Background: an optimization exercise with open tools, aiming at small area. Do not read the settings as production practice.
The RTL was checked by simulation tests, not by an equivalence proof against the original design.
Power figures rest on the tool's default switching activity, not on a simulated workload.

--- flow/flow/equiv.tcl ---
yosys -import
read_liberty -ignore_miss_func $::env(LIB)
read_verilog std_synth.v
yosys rename $::env(FLOW_TOP) gold
read_verilog remap.v
yosys rename $::env(FLOW_TOP) gate
flatten gold gate
yosys rename -hide w:_*
async2sync
opt_clean
equiv_make gold gate eq
hierarchy -top eq
equiv_simple -seq 2
equiv_induct
equiv_status -assert
--- flow/constraint.sdc ---
create_clock -name core_clock -period 10.0 [get_ports {pclk}]
set_input_delay 2.0000 -clock core_clock [delete_from_list [all_inputs] [get_ports {pclk}]]
set_output_delay 2.0000 -clock core_clock [all_outputs]
set_load 0.01 [all_outputs]
--- flow/standard.sh ---
#!/bin/bash
# synth_recipe.tcl (not shown) runs the flow's synth.tcl, then flattens the netlist and writes it again
# the make line also repeats each setting of config.mk as NAME=value (left out here)
make -C /OpenROAD-flow-scripts/flow DESIGN_CONFIG=/design/flow/config.mk WORK_HOME=/design/flow/orfs CLKGATE_MAP_FILE= SYNTH_SCRIPT=/design/flow/synth_recipe.tcl "${@:-finish}"
--- flow/config.mk ---
export PLATFORM = sky130hd
export DESIGN_NAME = i2c_core
export DESIGN_NICKNAME = i2c_core
export VERILOG_FILES = /design/flow/design.v
export SDC_FILE = /design/flow/constraint.sdc
export NUM_CORES = 4
export LEC_CHECK = 0
export CAP_MARGIN = 0
export CORE_MARGIN = 2
export CORE_UTILIZATION = 72
export PLACE_DENSITY = 0.82
export SLEW_MARGIN = 0
--- flow/flow/remap.tcl ---
yosys -import
read_liberty -ignore_miss_func $::env(LIB)
blackbox sky130_fd_sc_hd__df* sky130_fd_sc_hd__edf* sky130_fd_sc_hd__sdf* sky130_fd_sc_hd__dl*
read_verilog std_synth.v
hierarchy -top $::env(FLOW_TOP)
flatten
opt -fast
stat -liberty $::env(LIB)
abc -liberty $::env(LIB) {*}$::env(DONT_USE) -script $::env(ABC_SCRIPT)
opt_clean -purge
hilomap -singleton -hicell sky130_fd_sc_hd__conb_1 HI -locell sky130_fd_sc_hd__conb_1 LO
insbuf -buf sky130_fd_sc_hd__buf_4 A X
splitnets
opt_clean -purge
stat -liberty $::env(LIB)
write_verilog -noattr -nohex -nodec $::env(REMAP_OUT)
--- flow/design.v ---
module i2c_clock(
	apb_csel, pclk, prst_n, i_clock_en, i_clock_stop,
	i_clk
	);
input [1:0]apb_csel;
input pclk;
input prst_n;
input i_clock_en;
input i_clock_stop;
  output i_clk; 
wire ice_down;
wire ics_down;
wire ice_enable;
wire ics_enable;
wire clear;
wire pre_iclk;
wire [8:0]clock_rate;
reg [1:0] ice_counter;
reg [1:0] ics_counter;
reg [8:0]clock_counter;
reg i_clock_en_pre;
reg i_clock_stop_longer_edge_pre;
assign ice_down = i_clock_en_pre & (~i_clock_en);
assign ics_down = i_clock_stop_longer_edge_pre & (~i_clock_stop);
assign ice_enable = (ice_counter > 0); 
assign ics_enable = (ics_counter > 0);
assign clock_rate = apb_csel[1] ? (apb_csel[0] ? 15 : 125) : (apb_csel[0] ? 50 : 500);
assign pre_iclk = (clock_counter >= clock_rate/2);
assign clear = (clock_counter == clock_rate);
assign i_clk = (ics_enable | ~ice_enable | i_clock_en)?1'b1:pre_iclk;
always @(posedge pclk,negedge prst_n) 
begin
	if(~prst_n) 
	begin 
		i_clock_en_pre <= 1'b0;
		i_clock_stop_longer_edge_pre <= 1'b0;
	end
    else 
	begin 
        i_clock_en_pre <= i_clock_en;
        i_clock_stop_longer_edge_pre <= i_clock_stop;
	end
end
always @(posedge pclk, negedge prst_n)
begin
	if(~prst_n) ice_counter <= 2'b0;
	else 
	begin
	casex({ice_down, ics_down})
		2'b01: ice_counter <= 2'b00;
		2'b11: ice_counter <= 2'b00;
		2'b10: ice_counter <= ice_counter + 1'd1;
		2'b00: ice_counter <= ice_counter;
		default: ice_counter <= ice_counter;
	endcase
	end
end
always @(posedge pclk, negedge prst_n)
begin
	if(~prst_n) ics_counter <= 2'b0;
	else 
	begin
	case({ics_down, ice_down})
		2'b01: ics_counter <= 2'b00;
		2'b11: ics_counter <= 2'b00;
		2'b10: ics_counter <= ics_counter + 1'd1;
		2'b00: ics_counter <= ics_counter;
	default: ics_counter <= ics_counter;
	endcase
	end
end
always @(posedge pclk, negedge prst_n)
begin
	if (~prst_n) clock_counter <= 9'd0;
	else
	begin
		if ((~ice_enable)) 
			clock_counter <= 9'd0;
		else 
			clock_counter <= clock_counter + 9'd1; 
	end 
end
endmodule
module i2c_txff(
	txff_data,
	txff_txnf,
	txff_empty,
	pclk,
	prst_n,
	apb_ctx,
	i_txff_rd,
	apb_data,
	apb_txff_wr);
output [7:0] txff_data;
output txff_txnf;
output txff_empty;
input [7:0] apb_data;
input pclk;
input prst_n;
input apb_ctx;
input i_txff_rd;
input apb_txff_wr;
reg [4:0] txff_wptr, txff_rptr;
reg apb_ctx1;
reg dt_we_txfifo1, dt_we_txfifo2, dt_we_txfifo3;
reg dt_re_txfifo1, dt_re_txfifo2, dt_re_txfifo3;
wire apb_ctx_up   = apb_ctx & ~apb_ctx1;
wire fbit_comp    = txff_wptr[4] ^ txff_rptr[4];
wire equal        = (txff_wptr[3:0] == txff_rptr[3:0]);
wire txff_full    = fbit_comp & equal;
assign txff_empty = ~fbit_comp & equal;
assign txff_txnf  = ~txff_full;
wire dt_we_txfifo = ~txff_full & apb_txff_wr;
wire dt_re_txfifo = ~txff_empty & i_txff_rd;
wire mem_we       = dt_we_txfifo | dt_we_txfifo1;
wire [127:0] txff_memory;
genvar i;
generate
	for (i = 0; i < 16; i = i + 1) begin : g_ent
		reg [7:0] ent;
		always @(posedge pclk or negedge prst_n)
		begin
			if (~prst_n)
				ent <= 8'd0;
			else if (mem_we & (txff_wptr[3:0] == i))
				ent <= apb_data;
		end
		assign txff_memory[i*8 +: 8] = ent;
	end
endgenerate
assign txff_data = txff_memory[txff_rptr[3:0]*8 +: 8];
always @(posedge pclk or negedge prst_n)
begin
	if (~prst_n)
		txff_rptr <= 5'd0;
	else if (apb_ctx_up)
		txff_rptr <= 5'd0;
	else if (dt_re_txfifo3)
		txff_rptr <= txff_rptr + 5'd1;
end
always @(posedge pclk or negedge prst_n)
begin
	if (~prst_n)
		txff_wptr <= 5'd0;
	else if (apb_ctx_up)
		txff_wptr <= txff_rptr;
	else if (dt_we_txfifo3)
		txff_wptr <= txff_wptr + 5'd1;
end
always @(posedge pclk or negedge prst_n)
begin
	if (~prst_n) begin
		apb_ctx1 <= 1'b0;
		dt_we_txfifo1 <= 1'b0;
		dt_we_txfifo2 <= 1'b0;
		dt_we_txfifo3 <= 1'b0;
		dt_re_txfifo1 <= 1'b0;
		dt_re_txfifo2 <= 1'b0;
		dt_re_txfifo3 <= 1'b0;
	end
	else begin
		apb_ctx1 <= apb_ctx;
		dt_we_txfifo1 <= dt_we_txfifo;
		dt_we_txfifo2 <= dt_we_txfifo1;
		dt_we_txfifo3 <= dt_we_txfifo2;
		dt_re_txfifo1 <= dt_re_txfifo;
		dt_re_txfifo2 <= dt_re_txfifo1;
		dt_re_txfifo3 <= dt_re_txfifo2;
	end
end
endmodule
module i2c_rxff(
  rxff_data,
  rxff_rxne,
  rxff_ov,
  pclk,
  prst_n,
  apb_crx,
  i_rxff_wr,
  rxff_din,
  apb_rxff_rd);
output [7:0]rxff_data;
output rxff_rxne;
output reg rxff_ov;
input [7:0] rxff_din;
input   pclk;
input   prst_n;
input   apb_crx;
input   i_rxff_wr;
input   apb_rxff_rd;
wire  fbit_comp;
wire  equal;
wire dt_we_rxfifo, dt_re_rxfifo;
wire overflow_set;
wire rxff_full;
wire rxff_threshold;	
wire apb_crx_up;
reg [4:0]rxff_wptr,rxff_rptr;
reg [127:0]rxff_memory;
reg apb_crx1;
reg dt_we_rxfifo1;
reg dt_we_rxfifo2;
reg dt_we_rxfifo3;
assign dt_we_rxfifo = (~rxff_full)& i_rxff_wr;
assign dt_re_rxfifo = rxff_rxne & apb_rxff_rd;
assign overflow_set = rxff_full & i_rxff_wr;
assign rxff_data =  rxff_memory[rxff_rptr[3:0]*8 +: 8]; 
assign fbit_comp =  (rxff_wptr[4] ^rxff_rptr[4]);
assign equal = (rxff_wptr[3:0] - rxff_rptr[3:0])? 1'b1 : 1'b0; 
assign rxff_full = fbit_comp & equal;
assign rxff_rxne = (~fbit_comp & equal);
assign apb_crx_up = apb_crx & ~apb_crx1;
always @(posedge pclk or negedge prst_n) 
begin
	if(~prst_n)
        rxff_memory <= 128'd0;
	else if(dt_we_rxfifo | dt_we_rxfifo) 
        rxff_memory[rxff_wptr[3:0]*8 +: 8] <= rxff_din;
end
always @(posedge pclk or negedge prst_n) 
begin
    if(~prst_n) 
        rxff_rptr <= 5'd0;
	else if (apb_crx_up)
		rxff_rptr <= 5'd0;
	else begin
		if(dt_re_rxfifo) 
			rxff_rptr <= rxff_rptr + 5'd1;
        else 
			rxff_rptr <= rxff_rptr;
	end
end
always @(posedge pclk or negedge prst_n) 
begin
	if(~prst_n) 
		rxff_wptr <= 5'd0;
	else begin
	case ({apb_crx_up , dt_we_rxfifo3})
		2'b00:  rxff_wptr <= rxff_wptr;
		2'b01:  rxff_wptr <= rxff_wptr + 5'd1;
		2'b10:  rxff_wptr <= rxff_rptr;
		2'b11:  rxff_wptr <= rxff_rptr;          
	endcase
	end
end
always @(posedge pclk or negedge prst_n) 
begin
	if(~prst_n)
		rxff_ov <= 1'b0; 
	else begin
	case ({overflow_set , dt_we_rxfifo})
		2'b00:  rxff_ov <= rxff_ov;
		2'b01:  rxff_ov <= 1'b0;
		2'b10:  rxff_ov <= 1'b1;
		2'b11:  rxff_ov <= 1'b0;          
	endcase
    end
end    
always @(posedge pclk or negedge prst_n)
begin
	if(~prst_n) begin
	apb_crx1 <= 1'b0;
	dt_we_rxfifo1 <= 1'b0;
	dt_we_rxfifo2 <= 1'b0;
	dt_we_rxfifo3 <= 1'b0;
	end else begin
	apb_crx1 <= apb_crx; 
	dt_we_rxfifo1 <= dt_we_rxfifo;
	dt_we_rxfifo2 <= dt_we_rxfifo1;
	dt_we_rxfifo3 <= dt_we_rxfifo2;
	end
end
endmodule
module i2c_apb(
	prst_n		, pclk		, psel		, penable	, pwrite	, paddr		, pwdata, 
	rxff_data	, 	rxff_ov	, i_rx_busy	, i_tx_busy	, rxff_rxne	, txff_txnf	, i_mrs	,
    prdata	, apb_ctx	, apb_crx		, apb_ms		, apb_en, 
	apb_csel, apb_tadd	, apb_txff_wr	, apb_rxff_rd	, i2c_if,
	apb_add	, apb_rw	, apb_sp		, apb_rs		, apb_data
	);
input prst_n;
input pclk;
input psel;
input penable;
input pwrite;
input [7:0] paddr;
input [31:0] pwdata;
input [7:0] rxff_data;
input rxff_ov;
input i_rx_busy;
input i_tx_busy;
input rxff_rxne;
input txff_txnf;
input i_mrs;
output reg [31:0] prdata;
output apb_ctx;
output apb_crx;
output apb_ms;
output apb_en;
output reg [6:0] apb_add;
output apb_rw;
output apb_sp;
output apb_rs;
output reg [7:0] apb_data;
output [1:0]apb_csel;
output reg [6:0] apb_tadd;
output apb_txff_wr;
output apb_rxff_rd;
output i2c_if;
wire apb_oie;
wire apb_tie;
wire apb_rie; 
wire apb_busy;
wire i2c_tf;
wire i2c_rf;
wire i2c_of; 
wire i2c_te;
wire i2c_re; 
wire we;
wire read; 
wire result;
reg con_we;
reg se_we;
reg add_we;
reg com_we;
reg dt_we;
reg ie_we;
reg cd_we;
reg tadd_we;
reg [6:0] apb_con;
reg [1:0] apb_se;
reg [2:0] apb_com;
reg [2:0] apb_ie;
reg [1:0] apb_clk;
assign apb_ctx =  apb_con[0];
assign apb_crx = apb_con[1];
assign apb_ms =  apb_con[2];
assign apb_en = apb_se[0];
assign apb_busy = i_tx_busy | i_rx_busy;
assign apb_rw = apb_com[0];
assign apb_sp = apb_com[1];
assign apb_rs = apb_com[2];
assign apb_csel = apb_clk;
assign apb_rie = apb_ie[1];
assign apb_tie = apb_ie[1];
assign apb_oie = apb_ie[0];
assign apb_txff_wr = dt_we & txff_txnf;
assign read = psel & penable &(~pwrite);
assign result = (paddr[7:0]==8'h2C);
assign apb_rxff_rd =read & result;
assign i2c_te = txff_txnf;
assign i2c_re = rxff_rxne;
assign i2c_tf = apb_tie & i2c_te;
assign i2c_rf = apb_rie & i2c_re;
assign i2c_of = apb_oie & rxff_ov; 
assign i2c_if = i2c_tf | i2c_rf | i2c_of;	   
assign we= psel & pwrite & penable;
always @(*) 
begin
	case(paddr[7:0])
	8'h1C:begin
		con_we= we;
		se_we = 1'b0;
		add_we = 1'b0;
		com_we = 1'b0;
		dt_we = 1'b0;
		ie_we = 1'b0;
		cd_we = 1'b0;
		tadd_we = 1'b0;
	end
	8'h20: begin
		con_we= 1'b0;
		se_we = we;
		add_we = 1'b0;
		com_we = 1'b0;
		dt_we = 1'b0;
		ie_we = 1'b0;
		cd_we = 1'b0;
		tadd_we = 1'b0;
	end
	8'h24: begin
		con_we= 1'b0;
		se_we = 1'b0;
		add_we = we;
		com_we = 1'b0;
		dt_we = 1'b0;
		ie_we = 1'b0;
		cd_we = 1'b0;
		tadd_we = 1'b0;    
	end
	8'h28: begin 
		con_we= 1'b0;
		se_we = 1'b0;
		add_we = 1'b0;
		com_we = we;
		dt_we = 1'b0;
		ie_we = 1'b0;
		cd_we = 1'b0;
		tadd_we = 1'b0;
	end
	8'h2C: begin
		con_we= 1'b0;
		se_we = 1'b0;
		add_we = 1'b0;
		com_we = 1'b0;
		dt_we = we;
		ie_we = 1'b0;
		cd_we = 1'b0;
		tadd_we = 1'b0;
	end
	8'h30: begin
		con_we= 1'b0;
		se_we = 1'b0;
		add_we = 1'b0;
		com_we = 1'b0;
		dt_we = 1'b0;
		ie_we = we;
		cd_we = 1'b0;
		tadd_we = 1'b0;
	end
	8'h3C: begin
		con_we= 1'b0;
		se_we = 1'b0;
		add_we = 1'b0;
		com_we = 1'b0;
		dt_we = 1'b0;
		ie_we = 1'b0;
		cd_we = we;
		tadd_we = 1'b0;
	end
	8'h40: begin
		con_we= 1'b0;
		se_we = 1'b0;
		add_we = 1'b0;
		com_we = 1'b0;
		dt_we = 1'b0;
		ie_we = 1'b0;
		cd_we = 1'b0;
		tadd_we = we;
	end
	default:begin
		con_we= 1'b0;
		se_we = 1'b0;
		add_we = 1'b0;
		com_we = 1'b0;
		dt_we = 1'b0;
		ie_we = 1'b0;
		cd_we = 1'b0;
		tadd_we = 1'b0;
	end
    endcase
end
always @(posedge pclk,negedge prst_n) 
begin
    if(~prst_n) 
		apb_con<= 3'd0;
    else if(con_we) 
		apb_con<= pwdata[2:0];
end
always @(posedge pclk,negedge prst_n) 
begin
    if(~prst_n) 
		apb_se<= 2'd0;
    else if(se_we) 
		apb_se<= pwdata[1:0];
end
always @(posedge pclk,negedge prst_n) 
begin
    if(~prst_n) 
		apb_add<= 7'd0;
    else if(add_we) 
		apb_add<= pwdata[6:0];
end
always @(posedge pclk,negedge prst_n) 
begin
    if(~prst_n) 
		apb_com<= 3'd0;
    else if (i_mrs)
		apb_com[2] <= 1'b0;
	else if(com_we) 
		apb_com<= pwdata[2:0];
end
always @(posedge pclk,negedge prst_n) 
begin
	if(~prst_n)
		apb_data<= 8'd0;
	else if(dt_we) 
		apb_data<= pwdata[7:0];
end
always @(posedge pclk,negedge prst_n) 
begin
    if(~prst_n) 
		apb_ie<= 3'd0;
    else if(ie_we) 
		apb_ie<= pwdata[2:0];
end
always @(posedge pclk,negedge prst_n) 
begin
    if(~prst_n) 
		apb_clk<= 2'd0;
    else if(cd_we) 
		apb_clk<= pwdata[1:0];
end
always @(posedge pclk,negedge prst_n) 
begin
    if(~prst_n) 
		apb_tadd<= 7'd0;
    else if(tadd_we) 
		apb_tadd<= pwdata[6:0];
end
always @(*) 
begin
	casez(paddr[7:0])
		8'h1C:prdata={25'd0,apb_con[6:0]};
		8'h20:prdata={27'd0,apb_busy,rxff_rxne,txff_txnf,apb_se[1:0]};
		8'h24:prdata={25'd0,apb_add[6:0]};
		8'h28:prdata={29'd0,apb_com[2:0]};
		8'h2C:prdata={24'd0,rxff_data[7:0]};
		8'h30:prdata={29'd0,apb_ie[2:0]};
		8'h34:prdata={29'd0,i2c_re,i2c_te,rxff_ov};
		8'h38:prdata={29'd0,i2c_tf,i2c_rf,i2c_of};
		8'h3C:prdata={25'd0,apb_clk[1:0]};
		8'h40:prdata={25'd0,apb_tadd[6:0]};
		default: prdata = 32'd0;
    endcase
end
endmodule  
module i2c_interface(
	pclk, prst_n, i_clk, txff_data, apb_en, apb_ms, apb_sp,
	apb_rs, apb_rw,	apb_add, apb_tadd, apb_csel, rxff_ov,txff_empty,
	i_rx_busy, i_tx_busy, i_txff_rd, i_rxff_wr, rxff_din,
	i_clock_en, i_clock_stop, i_mrs, scl_o, scl_oe, sda_o, sda_oe, scl_i, sda_i
	);
parameter
	M_IDLE      = 3'b000,
	M_FIRSTBYTE = 3'b001,
	M_RECEIVE   = 3'b010,
	M_TRANSMIT  = 3'b011,
	S_IDLE      = 3'b100,
	S_FIRSTBYTE = 3'b101,
	S_RECEIVE   = 3'b110,
	S_TRANSMIT  = 3'b111;
input pclk;
input prst_n;
input i_clk;
input [7:0] txff_data;
input apb_en;
input apb_ms;
input apb_sp;
input apb_rs;
input apb_rw;
input [1:0] apb_csel;
input [6:0] apb_add;
input [6:0] apb_tadd;
input rxff_ov;
input txff_empty;
output i_rx_busy;
output i_tx_busy;
output i_txff_rd;
output i_rxff_wr;
output [7:0] rxff_din;
output i_clock_en;
output i_mrs;
output i_clock_stop;
output sda_o;
output sda_oe;
output scl_o;
output scl_oe;
input sda_i;
input scl_i;
wire sda = sda_i;
wire scl = scl_i;
reg [3:0] bc_down;
reg [3:0] bc_up;
reg [15:0] m_start_count;
reg [15:0] rs_count;
reg [7:0] rx_shift_data;
reg [8:0] tx_shift_data;
reg [2:0] cur_state;
reg [2:0] next_state;
reg [7:0] byte_count;
reg [10:0] ics_counter;    
reg [10:0] s_scl_counter;
reg [10:0] s_cd;
reg [10:0] bcd9_counter;
reg [4:0] ics_enable;
reg [7:0] s_init_value;
reg scl1, sda1, mrs2, mrs3, apb_ms1, apb_ms2, apb_ms3, m_stop1;
reg mrs_one1, mrs_one2, mrs_three1, mrs_three2;
reg s_r1, s_w1, m_r1, m_w1;
wire scl_down = ~scl & scl1;
wire scl_up   = scl & ~scl1;
wire sda_down = ~sda & sda1;
wire sda_up   = sda & ~sda1;
wire bcd0 = (bc_down == 4'd0);
wire bcd9 = bc_down[3] & bc_down[0];
wire bcd8 = bc_down[3] & ~bc_down[0];
wire bcd_gt2 = bc_down[3] | bc_down[2] | (bc_down[1] & bc_down[0]);
wire bcu0 = (bc_up == 4'd0);
wire bcu9 = bc_up[3] & bc_up[0];
wire bcu8 = bc_up[3] & ~bc_up[0];
wire bcu6 = bc_up[2] & bc_up[1] & ~bc_up[0];
wire apb_ms_down = ~apb_ms & apb_ms3;
wire apb_ms_up   = apb_ms & ~apb_ms3;
wire m_fsm_receive   = (cur_state == M_RECEIVE);
wire m_fsm_firstbyte = (cur_state == M_FIRSTBYTE);
wire m_fsm_transmit  = (cur_state == M_TRANSMIT);
wire s_fsm_idle      = (cur_state == S_IDLE);
wire s_fsm_receive   = (cur_state == S_RECEIVE);
wire s_fsm_firstbyte = (cur_state == S_FIRSTBYTE);
wire s_fsm_transmit  = (cur_state == S_TRANSMIT);
wire bytec0 = (byte_count == 8'd0);
wire bytec1 = (byte_count == 8'd1);
wire c0 = ~apb_csel[1] & ~apb_csel[0];
wire c1 = ~apb_csel[1] &  apb_csel[0];
wire c2 =  apb_csel[1] & ~apb_csel[0];
wire c3 =  apb_csel[1] &  apb_csel[0];
wire [10:0] ic = ics_counter;
wire ics_nz  = |ic;
wire ics_one = ics_nz & (c0 & (ic < 500) | c1 & (ic < 50) | c2 & (ic < 125) | c3 & (ic < 15));
wire ics_two = ics_nz & (c0 & (ic < 1000) | c1 & (ic < 100) | c2 & (ic < 250) | c3 & (ic < 30));
wire ics_three = ics_nz & (c0 & (ic < 1500) | c1 & (ic < 150) | c2 & (ic < 375) | c3 & (ic < 45));
wire ics_eq1 = c0 & (ic == 500) | c1 & (ic == 50) | c2 & (ic == 125) | c3 & (ic == 15);
wire ics_clr = c0 & (ic == 1500) | c1 & (ic == 150) | c2 & (ic == 375) | c3 & (ic == 45);
wire rs_hi0 = ~|rs_count[15:11];
wire [10:0] rc = rs_count[10:0];
wire rs_nz = |rs_count;
wire mrs_one   = rs_nz & rs_hi0 & (c0 & (rc < 500) | c1 & (rc < 50) | c2 & (rc < 125) | c3 & (rc < 15));
wire mrs_two   = rs_nz & rs_hi0 & (c0 & (rc < 1000) | c1 & (rc < 100) | c2 & (rc < 250) | c3 & (rc < 30));
wire mrs_three = rs_nz & rs_hi0 & (c0 & (rc <= 1500) | c1 & (rc <= 150) | c2 & (rc <= 375) | c3 & (rc <= 45));
wire rs_clr    = rs_hi0 & (c0 & (rc == 1504) | c1 & (rc == 154) | c2 & (rc == 379) | c3 & (rc == 49));
wire mrs_one_down   = ~mrs_one & mrs_one2;
wire mrs_three_down = ~mrs_three & mrs_three2;
wire ms_hi0 = ~|m_start_count[15:11];
wire [10:0] mc = m_start_count[10:0];
wire start_complete = ms_hi0 & (c0 & (mc == 1000) | c1 & (mc == 100) | c2 & (mc == 250) | c3 & (mc == 30));
wire ms_lo = |m_start_count & ms_hi0 & (c0 & (mc <= 500) | c1 & (mc <= 50) | c2 & (mc <= 125) | c3 & (mc <= 15));
wire s_start = scl & sda_down & ~apb_ms;
wire s_stop  = scl & sda_up & ~apb_ms;
assign i_rxff_wr = (m_fsm_receive | s_fsm_receive) & bcu8 & scl_down;
assign i_txff_rd = ~txff_empty & (((s_fsm_firstbyte & rx_shift_data[0]) | s_fsm_transmit |
			((m_fsm_transmit | m_fsm_firstbyte) & ~apb_rw)) & scl_up & bcd8);
wire ack_edge = scl_up & bcd0;
wire m_ack_ok = ack_edge ? (~(~sda & (m_fsm_transmit | m_fsm_firstbyte)) & ~m_fsm_receive) : 1'b1;
wire s_ack_ok = s_fsm_transmit & ack_edge & ~sda;
wire m_r = apb_rw & ~m_ack_ok;
wire m_w = ~apb_rw & ~m_ack_ok;
wire s_right_addr = ~bytec0 & s_fsm_firstbyte & (rx_shift_data[7:1] == apb_add[6:0]);
wire s_r = s_right_addr & bcu9 & ~rx_shift_data[0];
wire s_w = s_right_addr & bcu9 & rx_shift_data[0];
wire m_tx_shift_en = scl_down & (m_fsm_firstbyte | m_fsm_transmit) & ~bcu8;
wire m_rx_shift_en = scl_up & m_fsm_receive & ~(bcd0 | bcd9);
wire s_tx_shift_en = scl_down & (s_fsm_firstbyte | s_fsm_transmit) & ~bcu8;
wire s_rx_shift_en = scl_up & (s_fsm_firstbyte | s_fsm_receive) & ~bcu8;
always @(posedge pclk or negedge prst_n)
begin
	if (~prst_n)
		s_init_value <= 8'd0;
	else if (bcu6)
		s_init_value <= txff_data[7:0];
end
wire [7:0] m_init_value = (m_fsm_firstbyte & bytec0) ? {apb_tadd[6:0], apb_rw} : txff_data[7:0];
wire m_stop    = apb_ms & ~apb_sp & bcd0 & ~bytec0;
wire m_stop_up = m_stop & ~m_stop1;
wire ics_en    = m_stop_up | (m_ack_ok & ack_edge & (m_fsm_firstbyte | m_fsm_transmit));
wire m_rs_interval = apb_rs & bcd0;
wire m_restart     = m_rs_interval & ~mrs3;
assign i_mrs       = mrs_three_down;
assign i_tx_busy = (cur_state == S_TRANSMIT) | (~cur_state[2] & cur_state[0]);
assign i_rx_busy = (cur_state[2] & (cur_state[1] ^ cur_state[0])) | m_fsm_receive;
assign i_clock_en   = ms_lo | (mrs_three & ~mrs_two);
assign i_clock_stop = apb_ms & ics_eq1 | mrs_one_down;
wire s_rs_detect   = (bcd9_counter > s_cd);
wire [11:0] sx = {1'b0, s_cd};
wire [11:0] sy = {3'b0, s_cd[10:2]};
wire [11:0] sz = {1'b0, bcd9_counter};
wire [11:0] sc = (sx & sy) | ((sx | sy) & ~sz);
wire s_stop_detect = ~apb_ms & ((sx ^ sy ^ sz) == {sc[10:0], 1'b0});
wire ack_return = ics_one | (((bcd0 | bcd9) & ~s_rs_detect & (s_fsm_firstbyte | s_fsm_receive |
			(apb_sp & m_fsm_receive & ~bytec1))) | ((s_fsm_transmit | s_fsm_receive) & bytec1));
wire s_firstbyte_to_idle = ack_edge & (~s_right_addr | s_ack_ok);
assign rxff_din = rx_shift_data[7:0];
wire m_hiz = apb_ms & ((m_fsm_receive & (~(bcd0 | bcd9) | (bcu0 & bytec1))) |
			((m_fsm_firstbyte | m_fsm_transmit) & (bcd0 | bcd9)) | mrs_one_down);
wire s_hiz = ~apb_ms & (s_rs_detect | s_fsm_idle | ((s_fsm_receive | s_fsm_firstbyte) & (~(bcd0 | bcd9) | bytec0)) |
			(s_fsm_transmit & (bcd0 | bcd9 | bytec1)));
wire hiz = m_hiz | s_hiz;
wire zero = (ack_return & ~rxff_ov) | ((i_clock_en | (~ics_one & ics_two) | (mrs_one | mrs_three_down)) & apb_ms);
wire one  = (apb_ms & ics_three & ~ics_two) | (ack_return & rxff_ov) | (apb_ms & mrs_two & ~mrs_one);
assign scl_oe = apb_ms | ~prst_n | rxff_ov;
assign scl_o  = apb_ms ? i_clk : ~prst_n;
assign sda_oe = one | zero | ~hiz;
assign sda_o  = one ? 1'b1 : (zero ? 1'b0 : tx_shift_data[8]);
always @(posedge pclk or negedge prst_n)
begin
	if (~prst_n) cur_state <= M_IDLE;
	else if (~apb_en) cur_state <= apb_ms ? M_IDLE : S_IDLE;
	else if (apb_ms_up) cur_state <= M_IDLE;
	else if (apb_ms_down) cur_state <= S_IDLE;
	else cur_state <= next_state;
end
always @(*)
begin
	case (cur_state)
		M_IDLE:
			if (apb_sp) next_state = M_FIRSTBYTE;
			else next_state = cur_state;
		M_FIRSTBYTE:
			if (m_w1) next_state = M_TRANSMIT;
			else if (m_r1) next_state = M_RECEIVE;
			else if (ack_edge & m_ack_ok) next_state = M_IDLE;
			else next_state = cur_state;
		M_TRANSMIT:
			if (ics_enable[4] | i_clock_stop) next_state = M_IDLE;
			else next_state = cur_state;
		M_RECEIVE:
			if (m_stop | i_clock_stop) next_state = M_IDLE;
			else next_state = cur_state;
		S_IDLE:
			if (s_start) next_state = S_FIRSTBYTE;
			else next_state = cur_state;
		S_FIRSTBYTE:
			if (s_w1) next_state = S_TRANSMIT;
			else if (s_r1) next_state = S_RECEIVE;
			else if (s_firstbyte_to_idle) next_state = S_IDLE;
			else next_state = cur_state;
		S_TRANSMIT:
			if (s_start) next_state = S_FIRSTBYTE;
			else if ((~s_ack_ok & ack_edge) | s_stop) next_state = S_IDLE;
			else next_state = cur_state;
		default:  
			if (s_stop) next_state = S_IDLE;
			else if (s_start) next_state = S_FIRSTBYTE;
			else next_state = cur_state;
	endcase
end
always @(posedge pclk or negedge prst_n)
begin
	if (~prst_n) bc_up <= 4'b0;
	else if (bcu9) bc_up <= 4'b0;
	else if (scl_up) bc_up <= bc_up + 4'd1;
end
always @(posedge pclk or negedge prst_n)
begin
	if (~prst_n) bc_down <= 4'b0;
	else if (bcd9) bc_down <= 4'b0;
	else if (scl_down) bc_down <= bc_down + 4'd1;
end
always @(posedge pclk or negedge prst_n)
begin
	if (~prst_n) byte_count <= 8'b0;
	else if (ics_en | m_restart | s_start) byte_count <= 8'b0;
	else if (bcu0 & scl_down) byte_count <= byte_count + 8'd1;
end
always @(posedge pclk or negedge prst_n)
begin
	if (~prst_n) s_scl_counter <= 11'b0;
	else if (scl_up) s_scl_counter <= 11'b0;
	else s_scl_counter <= s_scl_counter + 11'd1;
end
always @(posedge pclk or negedge prst_n)
begin
	if (~prst_n) s_cd <= 11'b0;
	else if (scl_up) s_cd <= s_scl_counter;
end
always @(posedge pclk or negedge prst_n)
begin
	if (~prst_n) m_start_count <= 16'b0;
	else if (~start_complete) m_start_count <= apb_sp ? m_start_count + 16'd1 : 16'b0;
end
always @(posedge pclk or negedge prst_n)
begin
	if (~prst_n) rs_count <= 16'b0;
	else if (m_restart) rs_count <= 16'b0;
	else if (~(rs_clr | (~apb_rs & bcd_gt2))) rs_count <= rs_count + 16'd1;
end
always @(posedge pclk or negedge prst_n)
begin
	if (~prst_n) bcd9_counter <= 11'b0;
	else if (scl_down) bcd9_counter <= 11'b0;
	else if (~s_stop_detect) bcd9_counter <= bcd9_counter + 11'd1;
end
always @(posedge pclk or negedge prst_n)
begin
	if (~prst_n) ics_counter <= 11'b0;
	else if (ics_en) ics_counter <= 11'b0;
	else if (~((ics_clr | apb_sp) & ~bytec0) & ~(ics_counter[10] & ics_counter[9]))
		ics_counter <= ics_counter + 11'd1;
end
always @(posedge pclk or negedge prst_n)
begin
	if (~prst_n) rx_shift_data <= 8'd0;
	else if (m_rx_shift_en | s_rx_shift_en) rx_shift_data <= {rx_shift_data[6:0], sda};
end
always @(posedge pclk or negedge prst_n)
begin
	if (~prst_n)
		tx_shift_data <= {9{1'b1}};
	else if (apb_ms) begin
		if (m_tx_shift_en)
			tx_shift_data <= {tx_shift_data[7:0], 1'b1};
		else if (bcd9 | (m_fsm_firstbyte & bytec0) | m_restart)
			tx_shift_data <= {1'b1, m_init_value};
	end
	else begin
		if (bcu9)
			tx_shift_data <= {1'b0, s_init_value};
		else if (s_tx_shift_en)
			tx_shift_data <= {tx_shift_data[7:0], 1'b1};
	end
end
always @(posedge pclk)
begin
	if (~prst_n) begin
		scl1 <= 1'b0;
		sda1 <= 1'b0;
		m_stop1 <= 1'b0;
		mrs2 <= 1'b0;
		mrs3 <= 1'b0;
		apb_ms1 <= 1'b0;
		apb_ms2 <= 1'b0;
		apb_ms3 <= 1'b0;
		ics_enable <= 5'b0;
		mrs_one1 <= 1'b0;
		mrs_one2 <= 1'b0;
		mrs_three1 <= 1'b0;
		mrs_three2 <= 1'b0;
		s_r1 <= 1'b0;
		s_w1 <= 1'b0;
		m_r1 <= 1'b0;
		m_w1 <= 1'b0;
	end
	else begin
		scl1 <= scl;
		sda1 <= sda;
		m_stop1 <= m_stop;
		mrs2 <= m_rs_interval;
		mrs3 <= mrs2;
		apb_ms1 <= apb_ms;
		apb_ms2 <= apb_ms1;
		apb_ms3 <= apb_ms2;
		ics_enable <= {ics_enable[3:0], i_clock_stop};
		mrs_one1 <= mrs_one;
		mrs_one2 <= mrs_one1;
		mrs_three1 <= mrs_three;
		mrs_three2 <= mrs_three1;
		s_r1 <= s_r;
		s_w1 <= s_w;
		m_r1 <= m_r;
		m_w1 <= m_w;
	end
end
endmodule
module i2c_core ( 
   prdata, i2c_if,
   sda_o, sda_oe, scl_o, scl_oe, sda_i, scl_i,
   pwrite, pwdata, psel, prst_n, penable, pclk, paddr
   );
input [7:0]		paddr;			 
input			pclk;			 
input			penable;		 
input			prst_n;			 
input			psel;			 
input [31:0]		pwdata;			 
input			pwrite;			 
output			i2c_if;			 
output [31:0]		prdata;			 
output sda_o, sda_oe, scl_o, scl_oe;
input sda_i, scl_i;
wire [6:0]		apb_add;		 
wire			apb_crx;		 
wire [1:0]		apb_csel;		 
wire			apb_ctx;		 
wire [7:0]		apb_data;		 
wire			apb_en;			 
wire			apb_ms;			 
wire			apb_rs;			 
wire			apb_rw;			 
wire			apb_rxff_rd;		 
wire			apb_sp;			 
wire [6:0]		apb_tadd;		 
wire			apb_txff_wr;		 
wire			i_clk;			 
wire			i_clock_en;		 
wire			i_clock_stop;		 
wire			i_mrs;			 
wire			i_rx_busy;		 
wire			i_rxff_wr;		 
wire			i_tx_busy;		 
wire			i_txff_rd;		 
wire [7:0]		rxff_data;		 
wire [7:0]		rxff_din;		 
wire			rxff_ov;		 
wire			rxff_rxne;		 
wire [7:0]		txff_data;		 
wire			txff_empty;		 
wire			txff_txnf;		 
i2c_interface 	ii( 
		   .i_rx_busy		(i_rx_busy),
		   .i_tx_busy		(i_tx_busy),
		   .i_txff_rd		(i_txff_rd),
		   .i_rxff_wr		(i_rxff_wr),
		   .rxff_din		(rxff_din[7:0]),
		   .i_clock_en		(i_clock_en),
		   .i_mrs		(i_mrs),
		   .i_clock_stop	(i_clock_stop),
		   .sda_o		(sda_o),
		   .sda_oe		(sda_oe),
		   .scl_o		(scl_o),
		   .scl_oe		(scl_oe),
		   .sda_i		(sda_i),
		   .scl_i		(scl_i),
		   .pclk		(pclk),
		   .prst_n		(prst_n),
		   .i_clk		(i_clk),
		   .txff_data		(txff_data[7:0]),
		   .apb_en		(apb_en),
		   .apb_ms		(apb_ms),
		   .apb_sp		(apb_sp),
		   .apb_rs		(apb_rs),
		   .apb_rw		(apb_rw),
		   .apb_csel		(apb_csel[1:0]),
		   .apb_add		(apb_add[6:0]),
		   .apb_tadd		(apb_tadd[6:0]),
		   .rxff_ov		(rxff_ov),
		   .txff_empty		(txff_empty));
i2c_apb			ia( 
			   .prdata		(prdata[31:0]),
			   .apb_ctx		(apb_ctx),
			   .apb_crx		(apb_crx),
			   .apb_ms		(apb_ms),
			   .apb_en		(apb_en),
			   .apb_add		(apb_add[6:0]),
			   .apb_rw		(apb_rw),
			   .apb_sp		(apb_sp),
			   .apb_rs		(apb_rs),
			   .apb_data		(apb_data[7:0]),
			   .apb_csel		(apb_csel[1:0]),
			   .apb_tadd		(apb_tadd[6:0]),
			   .apb_txff_wr		(apb_txff_wr),
			   .apb_rxff_rd		(apb_rxff_rd),
			   .i2c_if		(i2c_if),
			   .prst_n		(prst_n),
			   .pclk		(pclk),
			   .psel		(psel),
			   .penable		(penable),
			   .pwrite		(pwrite),
			   .paddr		(paddr[7:0]),
			   .pwdata		(pwdata[31:0]),
			   .rxff_data		(rxff_data[7:0]),
			   .rxff_ov		(rxff_ov),
			   .i_rx_busy		(i_rx_busy),
			   .i_tx_busy		(i_tx_busy),
			   .rxff_rxne		(rxff_rxne),
			   .txff_txnf		(txff_txnf),
			   .i_mrs		(i_mrs));
i2c_rxff		ir( 
			   .rxff_data		(rxff_data[7:0]),
			   .rxff_rxne		(rxff_rxne),
			   .rxff_ov		(rxff_ov),
			   .rxff_din		(rxff_din[7:0]),
			   .pclk		(pclk),
			   .prst_n		(prst_n),
			   .apb_crx		(apb_crx),
			   .i_rxff_wr		(i_rxff_wr),
			   .apb_rxff_rd		(apb_rxff_rd));
i2c_txff		it( 
			   .txff_data		(txff_data[7:0]),
			   .txff_txnf		(txff_txnf),
			   .txff_empty		(txff_empty),
			   .apb_data		(apb_data[7:0]),
			   .pclk		(pclk),
			   .prst_n		(prst_n),
			   .apb_ctx		(apb_ctx),
			   .i_txff_rd		(i_txff_rd),
			   .apb_txff_wr		(apb_txff_wr));
i2c_clock		ic( 
			   .i_clk		(i_clk),
			   .apb_csel		(apb_csel[1:0]),
			   .pclk		(pclk),
			   .prst_n		(prst_n),
			   .i_clock_en		(i_clock_en),
			   .i_clock_stop	(i_clock_stop));
endmodule  
--- flow/flow/run.sh ---
#!/bin/bash
# Layout flow: the standard synthesis, then an area-oriented re-mapping of the
# combinational logic only (every register instance is kept as synthesis made it),
# then the standard layout steps on the re-mapped netlist, with a smaller clock
# tree and smaller port buffers.
set -euo pipefail
W=$(pwd)
RES=$W/orfs/results/$FLOW_PLATFORM/i2c_core/base
PDK=$FLOW_HOME/platforms/$FLOW_PLATFORM
export LIB=$PDK/lib/sky130_fd_sc_hd__tt_025C_1v80.lib
YOSYS=$(command -v yosys || echo "$FLOW_HOME/../tools/install/yosys/bin/yosys")
export DONT_USE=$(sed -n '/DONT_USE_CELLS/,/^$/p' $PDK/config.mk | grep -o "sky130_fd_sc_hd__[A-Za-z0-9_]*" | sed 's/^/-dont_use /' | tr '\n' ' ')

# 1. standard synthesis
bash standard.sh synth > $W/synth.log 2>&1
cp $RES/1_2_yosys.v $W/std_synth.v

# 2. re-map the combinational logic for area with a few ABC scripts in parallel, keep
#    the smallest, then prove it equal to the standard netlist
AMAP="dch,-f;amap,-A,10,-F,5"
script() {
  case $1 in
    1) echo "+strash;$AMAP;strash;$AMAP;strash;$AMAP;topo;stime,-c" ;;
    2) echo "+&get,-n;&st;&deepsyn,-T,300,-S,0;&put;$AMAP;strash;$AMAP;topo;stime,-c" ;;
    3) echo "+&get,-n;&st;&deepsyn,-T,300,-S,1;&put;$AMAP;strash;$AMAP;topo;stime,-c" ;;
    4) echo "+&get,-n;&st;&deepsyn,-T,300,-S,2;&put;$AMAP;strash;$AMAP;topo;stime,-c" ;;
  esac
}
for n in 1 2 3 4; do
  ( export ABC_SCRIPT="$(script $n)" REMAP_OUT=remap_$n.v
    $YOSYS -c $W/flow/remap.tcl > $W/remap_$n.log 2>&1 || true ) &
done
wait
best=""; best_area=""
for n in 1 2 3 4; do
  a=$(grep "Chip area for module" $W/remap_$n.log 2>/dev/null | tail -1 | awk "{print \$NF}" || true)
  echo "script $n area ${a:-failed}" >> $W/remap_choice.log
  [[ -n "$a" && -f $W/remap_$n.v ]] || continue
  if [[ -z "$best" ]] || awk "BEGIN{exit !($a < $best_area)}"; then best=$n; best_area=$a; fi
done
echo "chosen $best" >> $W/remap_choice.log
cp $W/remap_$best.v $W/remap.v
$YOSYS -c $W/flow/equiv.tcl > $W/equiv.log 2>&1
cp $W/remap.v $RES/1_2_yosys.v
touch $RES/1_2_yosys.v

# 3. standard layout from the re-mapped netlist
export CTS_ARGS="-sink_clustering_enable -repair_clock_nets -sink_clustering_size 9 -sink_clustering_max_diameter 40 -buf_list sky130_fd_sc_hd__clkbuf_4 -dont_use_dummy_load"
export BUFFER_PORTS_ARGS="-buffer_cell sky130_fd_sc_hd__buf_1"
bash standard.sh > $W/layout.log 2>&1
==> run notes, run 1 <==
remaining global-route overflow - 0
final hold violations - 0
maxcap violations - 0
layout cells sized above 1 - 4.21%
die area - 31,000 um2
Rel. slew slack - 13.0%
Synth Instances - 2,367
clk_skew - 117 ps
crit-path max FO - 12
post-route ant nets - 0
Root Buffer Master - clkbuf_4
Critical Path AT - 4780 ps
worst-margin pin slew - 1300 ps
status - finished clean
minimum clock period after layout - 6780 ps
CTS Buf Count - 67
post-CTS setup repair buffer count - 0
CP peak stage delay - 750 ps
Final Non-Filler Cells - 2,885
Switching Fraction - 32.5%
f_max - 0.148 GHz
routed via count - 18,900
CTS tree - yes
Die Width - 176 um
Tcrit/Tclk final - 67.8%
hold slack - 358 ps
DRC - 0
worst path bufs/invs - 3
clock transition at the registers of the reported paths - 90 ps
vias in the first global route - 18,500
Cell Chain, Critical Path - clkinv_1 -> nor2_1 -> a22oi_1 -> a31o_1 -> nor2_1 -> nor3_1 -> a21oi_1 -> clkinv_1 -> a2111oi_0 -> o21ai_0 -> a31oi_1 -> o311ai_0 -> buf_1
Core Area - 28,900 um2
Psw - 1280 uW
Setup-failing EPs final - 0
cell family with most CP delay - compound AO/OA/AOI/OAI gates
Min-Delay Path Class - flip-flop to flip-flop
IO Count - 84
total track usage - 38.0%
Detailed Place HPWL - 39,300 um
Routed wire per std cell - 19.9 um
Combinational Power Share - 19.7%
# hold bufs at CTS - 0
Mapped Area - 21,300 um2
pwr dens - 175 nW/um2
Port Buffers - 35
Iter 0 DRT Violations - 2,412
Die Height - 176 um
Pint - 2660 uW
GP Congestion - 0.993
Clk pwr share - 23.7%
syn_area_per_cell - 9.00 um2
Worst path slowest cell - dfrtp_1
initial antenna violation count - 5
RSZ-0062 raised after global routing - no
Clk Latency, worst-skew pair - 750 ps
Yosys Warn Count - 5
H-tree depth - 3
CTS max path bufs - 3
Total Power - 3940 uW
drt total wl - 57,500 um
setup TNS - 0 ps
cts repair resizes - 0
Post-Place Cells - 2,812
Seq pwr share - 56.6%
area delta synth->final - 5.90%
row count - 62
CP Data Required Time - 8000 ps
Final nets - 2,544
initial core utilization - 73.7%
largest net degree at the start of global routing - 188
first-pass GRT wire length - 93,300 um
Pleak - 0.00963 uW
peak supply drop - 0.125 mV
vias per inst - 6.56
drt first pass iters - 9
element type at the critical path end - primary output
fill count - 2,008
Crit Path Class - flip-flop to primary output
clock sinks - 479
Slew Limit Fails - 0
Worst Setup Start Kind - flip-flop
## path summary, 6_finish.rpt
kind                                                 start  slack [ps]                         endpoint  depth (start not counted)
worst max-delay path             ia.apb_clk[0]$_DFFE_PN0P_        3220                           sda_oe                         13
worst min-delay path            ir.dt_we_rxfifo1$_DFF_PN0_         360       ir.dt_we_rxfifo2$_DFF_PN0_                          0
worst max register to register   ia.apb_clk[0]$_DFFE_PN0P_        5450      ii.rs_count[15]$_DFFE_PN0P_                         19
worst min register to register  ir.dt_we_rxfifo1$_DFF_PN0_         360       ir.dt_we_rxfifo2$_DFF_PN0_                          0
max in group asynchronous                           prst_n        6250  it.g_ent[14].ent[5]$_DFFE_PN0P_                          3
min in group asynchronous                           prst_n        1400      ii.rs_count[11]$_DFFE_PN0P_                          1
## power by group through the flow
stage	clock [uW]	sequential, uW	combinational, uW
6_report	933	2230	778
5_1_grt	1010	2250	874
4_1_cts	935	2230	765
3_5_place_dp	0	2260	762
3_3_place_gp	0	2250	733
2_1_floorplan	0	2230	553
## stage by stage
step	area (um2)	util, %	setup slack, ps
after floorplan	21400	-	4500
after global placement	22100	76.2	3220
after detailed placement	22100	76.2	2970
after CTS	22600	78.0	3330
after global routing	22600	78.0	3020
final	22600	78.0	3220
## routing by layer
metal	wire, um	vias to the layer above	global-route usage, %	share of wire [%]
met5	0	-	0	0
met4	2850	0	18.8	5.0
met3	5610	211	6.78	9.8
met2	26800	1097	60.3	47
met1	22200	8978	51.1	39
li1	-	8646	-	-
## layout by cell type (no fill, tap or decap), types with 44 or more instances in the layout
master      n
clkinv_1  262
clkbuf_4   68
a222oi_1   55
o21ai_0   100
o22ai_1    90
nor3_1     60
nor2_1    561
a211oi_1   44
dfrtp_1   449
nand2_1   102
a21oi_1   347
## layout make-up
cell class	count	area [um2]	area share [%]
inverters	262	983	4.36
diodes	6	15.0	0.0665
clock buffers	67	503	2.23
well taps	384	480	2.13
repair buffers	62	350	1.55
multi-input cells	1625	8350	37.0
flip-flops and latches	479	11900	52.7
## registers in the layout, indices dropped and copies added (netlist names), 7 cells and up
name	cells
ii.rx_shift_data	8
ia.apb_tadd	7
ii.byte_count	8
ia.apb_add	7
it.g_ent.ent	128
ii.bcd9_counter	11
ir.rxff_memory	128
ii.s_init_value	8
ii.rs_count	16
ii.s_cd	11
ia.apb_data	8
ii.s_scl_counter	11
ii.ics_counter	11
ii.tx_shift_data	9
ic.clock_counter	9
ii.m_start_count	16
==> inputs of run 2 (changes only) <==
--- a/flow/flow/run.sh
+++ b/flow/flow/run.sh
@@ -20,10 +20,11 @@
 AMAP="dch,-f;amap,-A,10,-F,5"
 script() {
   case $1 in
-    1) echo "+strash;$AMAP;strash;$AMAP;strash;$AMAP;topo;stime,-c" ;;
-    2) echo "+&get,-n;&st;&deepsyn,-T,300,-S,0;&put;$AMAP;strash;$AMAP;topo;stime,-c" ;;
-    3) echo "+&get,-n;&st;&deepsyn,-T,300,-S,1;&put;$AMAP;strash;$AMAP;topo;stime,-c" ;;
-    4) echo "+&get,-n;&st;&deepsyn,-T,300,-S,2;&put;$AMAP;strash;$AMAP;topo;stime,-c" ;;
+    1) echo "+&get,-n;&st;&deepsyn,-T,300,-S,0;&put;$AMAP;strash;$AMAP;topo;stime,-c" ;;
+    2) echo "+&get,-n;&st;&deepsyn,-T,300,-S,1;&put;$AMAP;strash;$AMAP;topo;stime,-c" ;;
+    3) echo "+&get,-n;&st;&deepsyn,-T,300,-S,2;&put;$AMAP;strash;$AMAP;topo;stime,-c" ;;
+    4) echo "+&get,-n;&st;&deepsyn,-T,300,-S,3,-o;&put;$AMAP;strash;$AMAP;topo;stime,-c" ;;
+    5) echo "+strash;$AMAP;strash;$AMAP;strash;$AMAP;topo;stime,-c" ;;
   esac
 }
 for n in 1 2 3 4; do
@@ -31,16 +32,24 @@
     $YOSYS -c $W/flow/remap.tcl > $W/remap_$n.log 2>&1 || true ) &
 done
 wait
-best=""; best_area=""
+# candidates from smallest to largest area; the first that the equivalence check proves is used
+: > $W/remap_choice.log
 for n in 1 2 3 4; do
   a=$(grep "Chip area for module" $W/remap_$n.log 2>/dev/null | tail -1 | awk "{print \$NF}" || true)
   echo "script $n area ${a:-failed}" >> $W/remap_choice.log
-  [[ -n "$a" && -f $W/remap_$n.v ]] || continue
-  if [[ -z "$best" ]] || awk "BEGIN{exit !($a < $best_area)}"; then best=$n; best_area=$a; fi
+  [[ -n "$a" && -f $W/remap_$n.v ]] && echo "$a $n" >> $W/remap_cands.txt || true
 done
-echo "chosen $best" >> $W/remap_choice.log
-cp $W/remap_$best.v $W/remap.v
-$YOSYS -c $W/flow/equiv.tcl > $W/equiv.log 2>&1
+( export ABC_SCRIPT="$(script 5)" REMAP_OUT=remap_5.v; $YOSYS -c $W/flow/remap.tcl > $W/remap_5.log 2>&1 ) || true
+a=$(grep "Chip area for module" $W/remap_5.log 2>/dev/null | tail -1 | awk "{print \$NF}" || true)
+echo "script 5 area ${a:-failed}" >> $W/remap_choice.log
+[[ -n "$a" && -f $W/remap_5.v ]] && echo "$a 5" >> $W/remap_cands.txt || true
+chosen=""
+for n in $(sort -g $W/remap_cands.txt | awk '{print $2}'); do
+  cp $W/remap_$n.v $W/remap.v
+  if $YOSYS -c $W/flow/equiv.tcl > $W/equiv_$n.log 2>&1; then chosen=$n; break; fi
+done
+[[ -n "$chosen" ]] || { echo "no re-mapped netlist passed the equivalence check" >> $W/remap_choice.log; cp $W/std_synth.v $W/remap.v; }
+echo "chosen ${chosen:-standard}" >> $W/remap_choice.log
 cp $W/remap.v $RES/1_2_yosys.v
 touch $RES/1_2_yosys.v
 
--- a/flow/config.mk
+++ b/flow/config.mk
@@ -7,6 +7,6 @@
 export LEC_CHECK = 0
 export CAP_MARGIN = 0
 export CORE_MARGIN = 2
-export CORE_UTILIZATION = 72
-export PLACE_DENSITY = 0.82
+export CORE_UTILIZATION = 76
+export PLACE_DENSITY = 0.85
 export SLEW_MARGIN = 0
==> run notes, run 2 <==
Iter 0 DRT Violations - 2,574
row count - 61
Cell Chain, Critical Path - clkinv_1 -> nor2_1 -> a22oi_1 -> a31o_1 -> nor2_1 -> nor3_1 -> a21oi_1 -> clkinv_1 -> a2111oi_0 -> o21ai_0 -> a31oi_1 -> o311ai_0 -> buf_1
drt total wl - 58,200 um
Min-Delay Path Class - flip-flop to flip-flop
maxcap violations - 0
DRC - 0
Tcrit/Tclk final - 67.5%
fill count - 1,768
first-pass GRT wire length - 92,900 um
Routed wire per std cell - 20.2 um
area delta synth->final - 5.75%
Final Non-Filler Cells - 2,875
Root Buffer Master - clkbuf_4
post-CTS setup repair buffer count - 0
Worst path slowest cell - dfrtp_1
H-tree depth - 3
CTS tree - yes
Yosys Warn Count - 5
design area - 22,500 um2
Setup-failing EPs final - 0
# hold bufs at CTS - 0
CTS max path bufs - 3
Pleak - 0.00962 uW
worst-margin pin slew - 1410 ps
Slew Limit Fails - 0
Core Area - 27,700 um2
Detailed Place HPWL - 39,800 um
post-route ant nets - 0
RSZ-0062 raised after global routing - no
f_max - 0.148 GHz
CTS Buf Count - 66
worst path bufs/invs - 3
Worst Setup Start Kind - flip-flop
drt first pass iters - 9
initial core utilization - 76.9%
total track usage - 40.4%
Mapped Area - 21,300 um2
setup TNS - 0 ps
clk_skew - 131 ps
Rel. slew slack - 5.94%
Clk Latency, worst-skew pair - 760 ps
peak supply drop - 0.161 mV
fin util - 81.3%
remaining global-route overflow - 0
routed via count - 19,200
element type at the critical path end - primary output
cts repair resizes - 0
Critical Path AT - 4750 ps
Top Registers - ir.rxff_memory x128, it.g_ent.ent x128
vias in the first global route - 18,700
Crit Path Class - flip-flop to primary output
die area - 29,400 um2
vias per inst - 6.69
crit-path max FO - 12
Port Buffers - 35
minimum clock period after layout - 6750 ps
status - finished clean
largest net degree at the start of global routing - 85
GP Congestion - 0.980
Final nets - 2,544
syn_area_per_cell - 9.00 um2
clock transition at the registers of the reported paths - 110 ps
most frequent cells in the layout - nor2_1 (562), dfrtp_1 (449), a21oi_1 (347)
most common cell after layout, fill and taps aside - nor2_1
Total Power - 3930 uW
CP peak stage delay - 730 ps
clock sinks - 479
IO Count - 84
Placed Area - 22,000 um2
Die Width - 171 um
initial antenna violation count - 3
pwr dens - 175 nW/um2
cell family with most CP delay - compound AO/OA/AOI/OAI gates
final hold violations - 0
Synth Instances - 2,367
Post-Place Cells - 2,807
CP Data Required Time - 8000 ps
layout cells sized above 1 - 4.17%
Die Height - 171 um
-- run 2: power by group --
part           switching [uW]  total [uW]  internal [uW]
logic                     516         775            259
registers                 139        2230           2090
clock network             623         928            305
total                    1280        3930           2660
-- run 2: layer usage --
layer  share of wire, %  track usage (%)  vias up  wire [um]
li1                   -                -     8658          -
met5                  0                0        -          0
met1                 38             53.7     9129      22000
met2                 46             63.1     1184      27000
met4                5.1             21.7        0       2980
met3                 11             8.67      251       6180
-- run 2: worst paths after layout --
path,from,endpoint,slack [ps],cells past startpoint
min reg2reg,ir.dt_we_rxfifo2$_DFF_PN0_,ir.dt_we_rxfifo3$_DFF_PN0_,360,0
max,ia.apb_clk[0]$_DFFE_PN0P_,sda_oe,3250,13
min,ir.dt_we_rxfifo2$_DFF_PN0_,ir.dt_we_rxfifo3$_DFF_PN0_,360,0
max reg2reg,ia.apb_clk[0]$_DFFE_PN0P_,ii.rs_count[15]$_DFFE_PN0P_,5500,18
max in group asynchronous,prst_n,ir.rxff_memory[57]$_DFFE_PN0P_,5630,4
min in group asynchronous,prst_n,ic.clock_counter[0]$_DFF_PN0_,1250,1
-- run 2: stage by stage --
stage	hold slack, ps	worst slack, ps
after floorplan	331	4500
after global placement	332	3140
after detailed placement	338	2870
after CTS	359	3350
after global routing	362	3010
final	358	3250
-- run 2: cell type report --
cell class | count | area (um2) | area share, %
sequential | 479 | 11900 | 52.8
multi-input combinational | 1625 | 8340 | 37.0
inverter | 262 | 983 | 4.36
clock buffer | 66 | 495 | 2.20
tap | 378 | 473 | 2.10
timing repair buffer | 63 | 345 | 1.53
antenna | 2 | 5.00 | 0.0222
==> inputs of run 3 (changes only) <==
--- a/flow/flow/run.sh
+++ b/flow/flow/run.sh
@@ -21,20 +21,21 @@
 script() {
   case $1 in
     1) echo "+&get,-n;&st;&deepsyn,-T,300,-S,0;&put;$AMAP;strash;$AMAP;topo;stime,-c" ;;
-    2) echo "+&get,-n;&st;&deepsyn,-T,300,-S,1;&put;$AMAP;strash;$AMAP;topo;stime,-c" ;;
-    3) echo "+&get,-n;&st;&deepsyn,-T,300,-S,2;&put;$AMAP;strash;$AMAP;topo;stime,-c" ;;
-    4) echo "+&get,-n;&st;&deepsyn,-T,300,-S,3,-o;&put;$AMAP;strash;$AMAP;topo;stime,-c" ;;
+    2) echo "+&get,-n;&st;&deepsyn,-T,300,-S,4;&put;$AMAP;strash;$AMAP;topo;stime,-c" ;;
+    3) echo "+&get,-n;&st;&deepsyn,-T,300,-S,5;&put;$AMAP;strash;$AMAP;topo;stime,-c" ;;
+    4) echo "+&get,-n;&st;&deepsyn,-T,300,-S,6;&put;$AMAP;strash;$AMAP;topo;stime,-c" ;;
+    6) echo "+&get,-n;&st;&deepsyn,-T,300,-S,7,-o;&put;$AMAP;strash;$AMAP;topo;stime,-c" ;;
     5) echo "+strash;$AMAP;strash;$AMAP;strash;$AMAP;topo;stime,-c" ;;
   esac
 }
-for n in 1 2 3 4; do
+for n in 1 2 3 4 6; do
   ( export ABC_SCRIPT="$(script $n)" REMAP_OUT=remap_$n.v
     $YOSYS -c $W/flow/remap.tcl > $W/remap_$n.log 2>&1 || true ) &
 done
 wait
 # candidates from smallest to largest area; the first that the equivalence check proves is used
 : > $W/remap_choice.log
-for n in 1 2 3 4; do
+for n in 1 2 3 4 6; do
   a=$(grep "Chip area for module" $W/remap_$n.log 2>/dev/null | tail -1 | awk "{print \$NF}" || true)
   echo "script $n area ${a:-failed}" >> $W/remap_choice.log
   [[ -n "$a" && -f $W/remap_$n.v ]] && echo "$a $n" >> $W/remap_cands.txt || true
==> run notes, run 3 <==
status - finished clean
drt first pass iters - 8
pwr dens - 175 nW/um2
GP Congestion - 0.958
Critical Path AT - 5230 ps
Root Buffer Master - clkbuf_4
initial core utilization - 77.0%
crit-path max FO - 5
Psw - 1280 uW
element type at the critical path end - primary output
routed via count - 19,400
Min-Delay Path Class - flip-flop to flip-flop
Synth Instances - 2,364
# hold bufs at CTS - 0
vias per inst - 6.79
syn_area_per_cell - 9.05 um2
layout cells sized above 1 - 3.75%
Register-to-Register Path Depth - 26
Iter 0 DRT Violations - 2,390
cell family with most CP delay - simple AND/OR/NAND/NOR gates
Worst path slowest cell - or3_1
Switching Fraction - 32.6%
Routed wire per std cell - 20.7 um
vias in the first global route - 18,500
largest net degree at the start of global routing - 171
remaining global-route overflow - 0
cts repair resizes - 0
CP peak stage delay - 540 ps
CTS Buf Count - 66
Register Area - 11,900 um2
Slew Limit Fails - 0
Crit Path Class - input pin to primary output
Combinational Power Share - 19.9%
initial antenna violation count - 2
Final Non-Filler Cells - 2,860
r2r setup slk - 4720 ps
Clk Latency, worst-skew pair - 730 ps
multi-input logic area - 8150 um2
Detailed Place HPWL - 41,100 um
clk_skew - 105 ps
Post-Place Worst Slack - 2990 ps
RSZ-0062 raised after global routing - no
Hold Crit Depth - 0
Top Registers - ir.rxff_memory x128, it.g_ent.ent x128
Placed Area - 22,000 um2
most frequent cells in the layout - dfrtp_1 (449), clkinv_1 (334), nor2_1 (314)
Setup-failing EPs final - 0
drt total wl - 59,200 um
H-tree depth - 3
most common cell after layout, fill and taps aside - dfrtp_1
maxcap violations - 0
Pint - 2660 uW
hold slack - 362 ps
Die Height - 172 um
Rel. slew slack - 20.5%
f_max - 0.138 GHz
first-pass GRT wire length - 94,000 um
Port Buffers - 35
area delta synth->final - 5.38%
design area - 22,500 um2
Mapped Area - 21,400 um2
Yosys Warn Count - 5
clock sinks - 479
total track usage - 40.9%
Worst Setup Start Kind - input pin
critical path depth - 12
clock transition at the registers of the reported paths - 90 ps
minimum clock period after layout - 7230 ps
Die Width - 172 um
CP dominant cell by count - or3_1
post-CTS setup repair buffer count - 0
Pleak - 0.00920 uW
CTS max path bufs - 3
final hold violations - 0
row count - 61
Seq pwr share - 56.7%
Final nets - 2,529
CTS tree - yes
final worst-path setup slack - 2770 ps
CP Data Required Time - 8000 ps
post-route ant nets - 0
Clk pwr share - 23.4%
DRC - 0
setup TNS - 0 ps
Cell Chain, Critical Path - buf_1 -> or3_1 -> nand2b_1 -> or3_1 -> or3_1 -> or2_0 -> nor2_1 -> clkinv_1 -> nor4_1 -> nor3_1 -> o31ai_1 -> buf_1
die area - 29,500 um2
worst path bufs/invs - 3
worst-margin pin slew - 1180 ps
IO Count - 84
peak supply drop - 0.154 mV
Post-Place Cells - 2,792
Core Area - 27,800 um2
Tcrit/Tclk final - 72.3%
fill count - 1,738
## run 3: worst register-to-register path: stages, from the launching register on
cell       delay (ps)
dfrtp_1           670
clkinv_1          580
a31oi_1           430
nor3_1            100
a31oi_1           190
a2111oi_0         120
a41oi_1           200
o22ai_1           140
nor2_1            170
clkinv_1          140
nor2_1            160
clkinv_1          120
nor2_1            170
nand2_1           140
nor2_1            240
nand2_1           120
nor2_1            150
clkinv_1          100
nor2_1            150
clkinv_1          130
nor2_1            150
clkinv_1          100
nor2_1            180
nand2_1           110
nor2_1            170
nor2_1             60
a211oi_1          210
## run 3: path summary, 6_finish.rpt
kind | start | endpoint
worst min register to register | ir.dt_we_rxfifo2$_DFF_PN0_ | ir.dt_we_rxfifo3$_DFF_PN0_
worst min-delay path | ir.dt_we_rxfifo2$_DFF_PN0_ | ir.dt_we_rxfifo3$_DFF_PN0_
worst max-delay path | paddr[0] | prdata[3]
worst max register to register | ia.apb_clk[0]$_DFFE_PN0P_ | ii.rs_count[15]$_DFFE_PN0P_
min in group asynchronous | prst_n | ii.rs_count[10]$_DFFE_PN0P_
max in group asynchronous | prst_n | ia.apb_tadd[1]$_DFFE_PN0P_
## run 3: per-layer routing
metal	track usage (%)	up-vias	share of wire (%)	wire length, um
met1	55.3	9244	39	22800
li1	-	8628	-	-
met5	0	-	0	0
met3	11.5	274	12	7020
met2	63.0	1276	45	26800
met4	17.1	0	4.4	2600
## run 3: area by class of cell
cell class              count  share of cell area [%]
flip-flops and latches    479                    52.8
multi-input cells        1550                    36.2
inverters                 334                    5.56
clock buffers              66                    2.20
well taps                 378                    2.10
repair buffers             51                    1.19
diodes                      2                  0.0222
## run 3: power groups by stage
stage                     logic (uW)  clock network, uW  registers (uW)
final                            785                922            2240
after global routing             884                999            2260
after CTS                        773                919            2230
after detailed placement         771                  0            2270
after global placement           744                  0            2260
after floorplan                  560                  0            2230
## run 3: stage by stage
stage | total power, uW | utilization [%]
3_3_place_gp | 3010 | 79.3
5_1_grt | 4140 | 81.1
4_1_cts | 3920 | 81.1
2_1_floorplan | 2790 | -
3_5_place_dp | 3040 | 79.3
6_report | 3940 | 81.1

[static timing again, ports no longer ideal]
The flow's constraints put no driver on any port. The routed layouts listed below were extracted and timed again, unchanged, in two steps.
Step 1 sets driving cells, clkbuf_16 on the clock port and buf_2 on the other inputs (assumed; they add their load-dependent delay and slew).
Step 2 times the ports against the registers' clock, not the clock port: input delays grow and output delays shrink by t, the midpoint of the rising clock arrivals with the driver on.
Slacks: ideal / step 1 / step 2; pairs: ideal / step 1.
run | t, ns | setup WS [ns] | clock arrival spread, ns | worst slew at a driven data input, ns | pins driven straight from the clock port
run 1 | 0.739 | 3.224 / 3.173 / 2.817 | 0.117 / 0.117 | 0.09 | 1
run 2 | 0.750 | 3.254 / 3.202 / 2.778 | 0.131 / 0.131 | 0.07 | 1
run 3 | 0.725 | 2.772 / 2.750 / 2.750 | 0.112 / 0.112 | 0.14 | 1
After both steps setup and hold are still met in every run listed. For run 2, which loses most, drivers alone change the setup slack by -0.052 ns; drivers and shift together by -0.476 ns.
